Source: an optimization exercise on an open RTL-to-GDS flow (aim: small area and a short achievable clock period). Production flows keep margins and buffers that such runs may drop. Power is estimated from default activity; no workload was simulated.

== run 1 ==
==> flow/design.v <==
module FP16_add #(
    parameter C0 = 0,    
    parameter C1 = 1,    
    parameter C2 = 0,    
    parameter C3 = 0,    
    parameter C4 = 1,    
    parameter C5 = 0     
)(
    input wire [15:0]data1,
    input wire [15:0]data2,
    input wire clk,
    input wire rst,
    input wire input_valid,
    output reg [15:0]data_o,
    output reg output_update
    );
    localparam NS = C0 + C1 + C2 + C3 + C4 + C5;
    reg [NS-1:0] vld;
    always @(posedge clk or posedge rst) begin
        if (rst) vld <= {NS{1'b0}};
        else     vld <= {vld[NS-2:0], input_valid};
    end
    always @(*) output_update = vld[NS-1];
    wire [15:0] a, b;
    generate if (C0) begin : g0
        reg [15:0] ra, rb;
        always @(posedge clk) begin ra <= data1; rb <= data2; end
        assign a = ra; assign b = rb;
    end else begin : n0
        assign a = data1; assign b = data2;
    end endgenerate
    wire ovf_0 = (&a) | (&b);
    wire gt = a[14:0] > b[14:0];
    wire [4:0] ea = a[14:10], eb = b[14:10];
    wire eq0 = ~(|ea) & ~(|eb);
    wire [4:0] dab = ea - eb, dba = eb - ea;
    wire [4:0] d_0 = gt ? dab : dba;
    wire [4:0] eh_0 = gt ? ea : eb;
    wire [9:0] fh_0 = gt ? a[9:0] : b[9:0];
    wire [9:0] fl_0 = gt ? b[9:0] : a[9:0];
    wire sh_0 = gt ? a[15] : b[15];
    wire sub_0 = a[15] ^ b[15];
    wire lh_0 = (gt ? |eb : |ea) | eq0;    
    wire zall_0 = eq0 & ~gt;
    wire [1:0] kill_0 = {ovf_0, zall_0};
    wire [4:0] d_1, eh_1; wire [9:0] fh_1, fl_1; wire sh_1, sub_1, lh_1; wire [1:0] kill_1;
    generate if (C1) begin : g1
        reg [4:0] r_d, r_eh; reg [9:0] r_fh, r_fl; reg r_sh, r_sub, r_lh; reg [1:0] r_kill;
        always @(posedge clk) begin
            r_d <= d_0; r_eh <= eh_0; r_fh <= fh_0; r_fl <= fl_0;
            r_sh <= sh_0; r_sub <= sub_0; r_lh <= lh_0; r_kill <= kill_0;
        end
        assign d_1 = r_d; assign eh_1 = r_eh; assign fh_1 = r_fh; assign fl_1 = r_fl;
        assign sh_1 = r_sh; assign sub_1 = r_sub; assign lh_1 = r_lh; assign kill_1 = r_kill;
    end else begin : n1
        assign d_1 = d_0; assign eh_1 = eh_0; assign fh_1 = fh_0; assign fl_1 = fl_0;
        assign sh_1 = sh_0; assign sub_1 = sub_0; assign lh_1 = lh_0; assign kill_1 = kill_0;
    end endgenerate
    wire [22:0] low23 = {2'b01, fl_1, 11'd0} >> d_1;
    wire big = (d_1 > 5'd12) | ~lh_1;
    wire [12:0] al_1 = big ? 13'd0 : low23[21:9];
    wire st_1 = big ? 1'b0 : |low23[8:0];
    wire [12:0] al_2; wire st_2; wire [4:0] eh_2; wire [9:0] fh_2; wire sh_2, sub_2; wire [1:0] kill_2;
    generate if (C2) begin : g2
        reg [12:0] r_al; reg r_st; reg [4:0] r_eh; reg [9:0] r_fh; reg r_sh, r_sub; reg [1:0] r_kill;
        always @(posedge clk) begin
            r_al <= al_1; r_st <= st_1; r_eh <= eh_1; r_fh <= fh_1;
            r_sh <= sh_1; r_sub <= sub_1; r_kill <= kill_1;
        end
        assign al_2 = r_al; assign st_2 = r_st; assign eh_2 = r_eh; assign fh_2 = r_fh;
        assign sh_2 = r_sh; assign sub_2 = r_sub; assign kill_2 = r_kill;
    end else begin : n2
        assign al_2 = al_1; assign st_2 = st_1; assign eh_2 = eh_1; assign fh_2 = fh_1;
        assign sh_2 = sh_1; assign sub_2 = sub_1; assign kill_2 = kill_1;
    end endgenerate
    wire [14:0] hf = {2'b01, fh_2, 3'd0};
    wire [14:0] lf = {1'b0, al_2, st_2};
    wire [14:0] s_2 = sub_2 ? hf - lf : hf + lf;
    wire [14:0] s_3; wire [4:0] eh_3; wire sh_3; wire [1:0] kill_3;
    generate if (C3) begin : g3
        reg [14:0] r_s; reg [4:0] r_eh; reg r_sh; reg [1:0] r_kill;
        always @(posedge clk) begin
            r_s <= s_2; r_eh <= eh_2; r_sh <= sh_2; r_kill <= kill_2;
        end
        assign s_3 = r_s; assign eh_3 = r_eh; assign sh_3 = r_sh; assign kill_3 = r_kill;
    end else begin : n3
        assign s_3 = s_2; assign eh_3 = eh_2; assign sh_3 = sh_2; assign kill_3 = kill_2;
    end endgenerate
    reg [3:0] lz;
    integer i;
    always @(*) begin
        lz = 4'd12;
        for (i = 3; i <= 14; i = i + 1)
            if (s_3[i]) lz = 14 - i;
    end
    wire zero_3 = ~(|s_3[14:3]);
    wire [14:0] n_3 = s_3 << lz;
    wire [10:0] m_3 = n_3[14:4];
    wire rnd_3 = n_3[3] & (n_3[4] | (|n_3[2:0]));
    wire [6:0] e_3 = {2'b00, eh_3} + 7'd1 - {3'd0, lz};
    wire [1:0] kill3 = {kill_3[1], kill_3[0] | zero_3};
    wire [10:0] m_4; wire rnd_4; wire [6:0] e_4; wire sh_4; wire [1:0] kill_4;
    generate if (C4) begin : g4
        reg [10:0] r_m; reg r_rnd; reg [6:0] r_e; reg r_sh; reg [1:0] r_kill;
        always @(posedge clk) begin
            r_m <= m_3; r_rnd <= rnd_3; r_e <= e_3; r_sh <= sh_3; r_kill <= kill3;
        end
        assign m_4 = r_m; assign rnd_4 = r_rnd; assign e_4 = r_e; assign sh_4 = r_sh; assign kill_4 = r_kill;
    end else begin : n4
        assign m_4 = m_3; assign rnd_4 = rnd_3; assign e_4 = e_3; assign sh_4 = sh_3; assign kill_4 = kill3;
    end endgenerate
    wire [11:0] mr = {1'b0, m_4} + {11'd0, rnd_4};
    wire [6:0] ef = e_4 + {6'd0, mr[11]};
    wire [15:0] res = kill_4[1] ? 16'hffff :
                      kill_4[0] ? 16'h0000 :
                      (ef[6:5] == 2'b01) ? 16'hffff :
                      ef[6] ? 16'h0000 : {sh_4, ef[4:0], mr[9:0]};
    generate if (C5) begin : g5
        reg [15:0] r_o;
        always @(posedge clk) r_o <= res;
        always @(*) data_o = r_o;
    end else begin : n5
        always @(*) data_o = res;
    end endgenerate
endmodule
==> flow/config.mk <==
export PLATFORM = sky130hd
export DESIGN_NAME = FP16_add
export DESIGN_NICKNAME = FP16_add
export VERILOG_FILES = /design/flow/design.v
export SDC_FILE = /design/flow/constraint.sdc
export NUM_CORES = 4
export LEC_CHECK = 0
export CAP_MARGIN = 20
export CORE_MARGIN = 2
export CORE_UTILIZATION = 40
export PLACE_DENSITY = 0.6
export SLEW_MARGIN = 20
==> flow/constraint.sdc <==
create_clock -name core_clock -period 4.0 [get_ports {clk}]
set_input_delay 0.8000 -clock core_clock [delete_from_list [all_inputs] [get_ports {clk}]]
set_output_delay 0.8000 -clock core_clock [all_outputs]
set_load 0.01 [all_outputs]
run.sh (not shown) runs the stock make flow with config.mk's settings and CLKGATE_MAP_FILE= SYNTH_SCRIPT=/design/flow/synth_recipe.tcl, a recipe that flattens the netlist after the stock synthesis.
Every stage of run 1 finished as expected; the final checks, on the other hand, flagged setup timing, which means the layout fails.
Input-level comparison between run 2 and run 1:
diff --git a/flow/design.v b/flow/design.v
--- a/flow/design.v
+++ b/flow/design.v
@@ -1,10 +1,10 @@
 module FP16_add #(
     parameter C0 = 0,    
     parameter C1 = 1,    
-    parameter C2 = 0,    
-    parameter C3 = 0,    
+    parameter C2 = 1,    
+    parameter C3 = 1,    
     parameter C4 = 1,    
-    parameter C5 = 0     
+    parameter C5 = 1     
 )(
     input wire [15:0]data1,
     input wire [15:0]data2,
[summary]
Having completed the whole flow, run 2 delivered a layout that passed the timing, DRC and antenna checks.
Cell area | run 2 vs run 1 | run 2 smaller
Total CTS buffers delta for run 2 relative to run 1: 8 higher
Fraction of final layout cells sized beyond drive strength 1 in run 2 vs run 1: down 33 points
Cmp run 2 and run 1 / share of total power consumed by net switching / lower: run 2
Comparing run 2 and run 1, the higher time the worst path needs with I/O delays and setup was measured on run 1.
Of the two values seen for worst setup path endpoint, g4.r_e[5] was produced by run 2 and g4.r_e[3] by run 1.
Post-route setup TNS: run 2 and run 1 compared, higher one is run 2
No run of this note included a check of the RTL's function; only the layout flow was run.

separate check: timing with driven ports:
In the flow no input, the clock included, has a driving cell. The finished layouts below were timed again as built, in two steps. Step 1, drivers: a clkbuf_16 drives clk and a buf_2 each remaining input, both assumed. Step 2 also shifts input and output timing later by t, the mid clock arrival at the registers, as if the neighbouring blocks saw the same clock. Slacks: no drivers / after step 1 / after step 2; pairs: no drivers / after step 1.
| run | t (ns) | setup WS [ns] | hold slack, ns | worst setup path at the end | worst register clock-pin slew, ns |
|---|---|---|---|---|---|
| run 1 | 0.357 | -0.850 / -0.850 / -0.850 | 0.326 / 0.326 / 0.326 | register to register | 0.06 / 0.06 |
| run 2 | 0.452 | 0.949 / 0.949 / 0.680 | 0.326 / 0.326 / 0.326 | input to register | 0.06 / 0.06 |
For run 2, which loses most, drivers alone change the setup slack by 0.000 ns; drivers and shift together by -0.269 ns.
